What follows belongs to an exercise in optimizing a design on an open flow for small area, a short achievable clock period and few clock cycles; a production flow would make more cautious choices.
Where RTL was checked, it was by simulation tests only, not by an equivalence proof against the original.
Power is estimated from default activity; no workload was simulated.

==> job 8505: inputs <==
// MatrixMultUnit
module MatrixMultUnit(
  input  wire reset_n,
  input  wire clk,
  input  wire dut_valid,
  output wire dut_ready,
  output wire        dut__tb__sram_input_write_enable,
  output wire [15:0] dut__tb__sram_input_write_address,
  output wire [31:0] dut__tb__sram_input_write_data,
  output wire [15:0] dut__tb__sram_input_read_address,
  input  wire [31:0] tb__dut__sram_input_read_data,
  output wire        dut__tb__sram_weight_write_enable,
  output wire [15:0] dut__tb__sram_weight_write_address,
  output wire [31:0] dut__tb__sram_weight_write_data,
  output wire [15:0] dut__tb__sram_weight_read_address,
  input  wire [31:0] tb__dut__sram_weight_read_data,
  output wire        dut__tb__sram_result_write_enable,
  output wire [15:0] dut__tb__sram_result_write_address,
  output wire [31:0] dut__tb__sram_result_write_data,
  output wire [15:0] dut__tb__sram_result_read_address,
  input  wire [31:0] tb__dut__sram_result_read_data,
  output wire        dut__tb__sram_scratchpad_write_enable,
  output wire [15:0] dut__tb__sram_scratchpad_write_address,
  output wire [31:0] dut__tb__sram_scratchpad_write_data,
  output wire [15:0] dut__tb__sram_scratchpad_read_address,
  input  wire [31:0] tb__dut__sram_scratchpad_read_data
);
localparam S_IDLE  = 3'd0;
localparam S_LOAD0 = 3'd1;    
localparam S_LOAD1 = 3'd2;    
localparam S_LOAD2 = 3'd3;    
localparam S_RUN   = 3'd4;    
localparam S_DRAIN = 3'd5;    
localparam P_QKV = 2'd0;
localparam P_S   = 2'd1;
localparam P_Z   = 2'd2;
localparam P_END = 2'd3;
reg  [2:0]  state;
reg         busy;
reg  [1:0]  phase;
  ...
clock: 10.0 ns
lec_check: 0
abc_clock_period_in_ps: 3000
cap_margin: 20
core_margin: 2
core_utilization: 65
slew_margin: 20
synth_hierarchical: 1
standard.sh (not shown) runs the stock make flow with config.mk's settings and CLKGATE_MAP_FILE= SYNTH_SCRIPT=/design/flow/synth_recipe.tcl, a recipe that flattens the netlist after the stock synthesis.
==> flow/flow/run.sh <==
#!/bin/bash
# The standard layout (standard synthesis included), with timing repair
# aiming at 6.85 ns of setup slack instead of 0.
set -euo pipefail
bash standard.sh SETUP_SLACK_MARGIN=6.85 finish > standard_flow.log 2>&1
==> inputs of job 9113, as changes to job 8505 <==
--- a/flow/design.v
+++ b/flow/design.v
@@ -50,16 +50,15 @@
 reg  [11:0] b_addr, b_base;
 reg  [10:0] waddr;
 reg  [2:0]  dcnt;
 wire lt = (t == tl);
 wire lj = (j == jl);
 wire li = (i == n_r);
-reg        is_z;         
-reg  [4:0] b_step;       
+wire is_z = (phase == P_Z);
 wire [10:0] a_inc = a_addr + 11'd1;
-wire [11:0] b_inc = b_addr + {7'd0, b_step};
+wire [11:0] b_inc = b_addr + (is_z ? {7'd0, d_r} : 12'd1);
 wire [11:0] b_col = b_base + 12'd1;
 wire [11:0] nd2 = {2'b00, nd, 1'b0};
 wire [10:0] nd3 = {2'b00, nd} + {1'b0, nd, 1'b0};
 always @(posedge clk or negedge reset_n) begin
   if (!reset_n) begin
     state <= S_IDLE;
@@ -97,14 +96,12 @@
       m      <= 2'd0;
       t      <= 7'd1;
       j      <= 5'd1;
       i      <= 5'd1;
       tl     <= k_r;
       jl     <= d_r;
-      is_z   <= 1'b0;
-      b_step <= 5'd1;
       a_addr <= 11'd1;
       a_base <= 11'd1;
       b_addr <= 12'd1;
       b_base <= 12'd1;
     end
     S_RUN: begin
@@ -148,14 +145,12 @@
             a_addr <= 11'd0;
             a_base <= 11'd0;
             b_addr <= {3'b000, nd};
             b_base <= {3'b000, nd};
           end else if (phase == P_S) begin
             phase  <= P_Z;
-            is_z   <= 1'b1;
-            b_step <= d_r;
             tl     <= {2'b00, n_r};
             jl     <= d_r;
             a_addr <= nd3;
             a_base <= nd3;
             b_addr <= nd2;
             b_base <= nd2;
@@ -171,14 +166,13 @@
       a_addr <= a_base;
       b_addr <= b_base;
     end
   endcase
 end
 always @(posedge clk) begin
-  if (state == S_LOAD2) nd <= 9'd0;
-  else if (state == S_RUN && lt && lj && phase == P_QKV && m == 2'd0) nd <= nd + {4'd0, d_r};
+  nd <= n_r * d_r;
   if (state == S_RUN) dcnt <= 3'd4;
   else dcnt <= dcnt - 3'd1;
 end
 reg        src1;
 reg        first1, first2, first3;
 reg        last1, last2, last3, last4, we;
CORE_UTILIZATION = 70   (was 65)
PLACE_DENSITY = 0.8   (was not set)
==> inputs of job 2253, as changes to job 8505 <==
--- a/flow/design.v
+++ b/flow/design.v
@@ -50,16 +50,15 @@
 reg  [11:0] b_addr, b_base;
 reg  [10:0] waddr;
 reg  [2:0]  dcnt;
 wire lt = (t == tl);
 wire lj = (j == jl);
 wire li = (i == n_r);
-reg        is_z;         
-reg  [4:0] b_step;       
+wire is_z = (phase == P_Z);
 wire [10:0] a_inc = a_addr + 11'd1;
-wire [11:0] b_inc = b_addr + {7'd0, b_step};
+wire [11:0] b_inc = b_addr + (is_z ? {7'd0, d_r} : 12'd1);
 wire [11:0] b_col = b_base + 12'd1;
 wire [11:0] nd2 = {2'b00, nd, 1'b0};
 wire [10:0] nd3 = {2'b00, nd} + {1'b0, nd, 1'b0};
 always @(posedge clk or negedge reset_n) begin
   if (!reset_n) begin
     state <= S_IDLE;
@@ -97,14 +96,12 @@
       m      <= 2'd0;
       t      <= 7'd1;
       j      <= 5'd1;
       i      <= 5'd1;
       tl     <= k_r;
       jl     <= d_r;
-      is_z   <= 1'b0;
-      b_step <= 5'd1;
       a_addr <= 11'd1;
       a_base <= 11'd1;
       b_addr <= 12'd1;
       b_base <= 12'd1;
     end
     S_RUN: begin
@@ -148,14 +145,12 @@
             a_addr <= 11'd0;
             a_base <= 11'd0;
             b_addr <= {3'b000, nd};
             b_base <= {3'b000, nd};
           end else if (phase == P_S) begin
             phase  <= P_Z;
-            is_z   <= 1'b1;
-            b_step <= d_r;
             tl     <= {2'b00, n_r};
             jl     <= d_r;
             a_addr <= nd3;
             a_base <= nd3;
             b_addr <= nd2;
             b_base <= nd2;
@@ -171,14 +166,13 @@
       a_addr <= a_base;
       b_addr <= b_base;
     end
   endcase
 end
 always @(posedge clk) begin
-  if (state == S_LOAD2) nd <= 9'd0;
-  else if (state == S_RUN && lt && lj && phase == P_QKV && m == 2'd0) nd <= nd + {4'd0, d_r};
+  nd <= n_r * d_r;
   if (state == S_RUN) dcnt <= 3'd4;
   else dcnt <= dcnt - 3'd1;
 end
 reg        src1;
 reg        first1, first2, first3;
 reg        last1, last2, last3, last4, we;
CORE_UTILIZATION = 40   (was 65)
==> key figures <==
Run status
  – Status: timing/DRC/antenna clean

STA
  – Crit path time final: approximately 3200 ps

Logic synthesis
  – Adder-cell share of the synthesized area: between 30% and 40%
  – Post-Syn Instances: 3130

Power
  – Reg power frac: approximately 28%

Setup path
  – CP cell instances: buf_2
  – Worst path max stage delay: 400 ps

Clock network
  – Sink Count: around 480
  – Later-pin clock latency in the skew report: a little over 600 ps

Cells and area
  – Multi-input gate area: 0.0198 mm²

Die
  – Die ar.: 0.0520 mm²
the above is filed under job 8505

==> key figures <==
Clock network
  – Later-pin clock latency in the skew report: 640 ps
  – CTS tree: done
  – Sink Count: about 470

Setup path
  – Worst path max stage delay: 390 ps
  – CP cell instances: inv_2 -> buf_6

Placed design
  – Placed insts: between 4000 and 5000
  – IO buf count: roughly 270

Logic synthesis
  – Adder-cell share of the synthesized area: 33.3%
  – Post-Syn Instances: around 3100
  – Top cell type by total area after synthesis: fa_1

STA
  – Crit path time final: around 3200 ps

Drt
  – Via count: approximately 22000

Global routing
  – Met1 usage: 28.6%

Power
  – Reg power frac: 25.1%
  – Power Density: roughly 370 mW/mm²
  – Leading power group: combinational cells

Run status
  – Status: timing/DRC/antenna clean

Cells and area
  – Multi-input gate area: 0.0199 mm²
  – Clock network area share: 4.96%
the above is filed under job 2253

==> key figures <==
Drt
  – Average wire per standard cell: between 20 and 25 µm

Cells and area
  – Multi-input gate area: around 0.020 mm²
  – Seq area share: between 20% and 30%
  – Commonest non-fill, non-tap cell in the layout: nand2_1

Clock network
  – Sink Count: 469
  – Later-pin clock latency in the skew report: just over 600 ps

Power
  – Reg power frac: between 20% and 30%

Setup path
  – Worst path max stage delay: 420 ps
  – CP cell instances: buf_6 -> buf_6

Die
  – Die ar.: ~0.048 mm²

Logic synthesis
  – Adder-cell share of the synthesized area: between 30 and 40%
  – Post-Syn Instances: around 3100

STA
  – Crit path time final: about 3300 ps

Run status
  – Status: timing/DRC/antenna clean
the above is filed under job 9113

Testbench counts of job 8505, summed over its fixed seeds: cycles 565,141.
No functional check of the RTL was part of job 9113 and job 2253.

-- afterwards: timing with drivers on the ports --
The results above use ideal ports. As a check the final layouts listed here were re-extracted and re-timed, cells and wires unchanged. Step 1: set_driving_cell puts a clkbuf_16 on clk and a buf_2 on each other input, an assumption about the parent block. Step 2 moves the port delays by t, midway between the first and last clock arrival at a register: inputs arrive t later, outputs are due t later. That takes back most of the time a late clock gives input paths. Slacks: no drivers / after step 1 / after step 2; pairs: no drivers / after step 1.
run | t, ns | setup slack, ns | latest minus earliest clock arrival (ns)
job 8505 | 0.671 | 6.836 / 6.771 / 6.874 | 0.029 / 0.029
job 9113 | 0.664 | 6.731 / 6.671 / 6.565 | 0.014 / 0.014
job 2253 | 0.697 | 6.789 / 6.724 / 6.593 | 0.039 / 0.039
After both steps every run listed still meets setup and hold. The setup slack of job 2253, which loses most, moves by -0.065 ns with the drivers and by -0.196 ns with both steps.
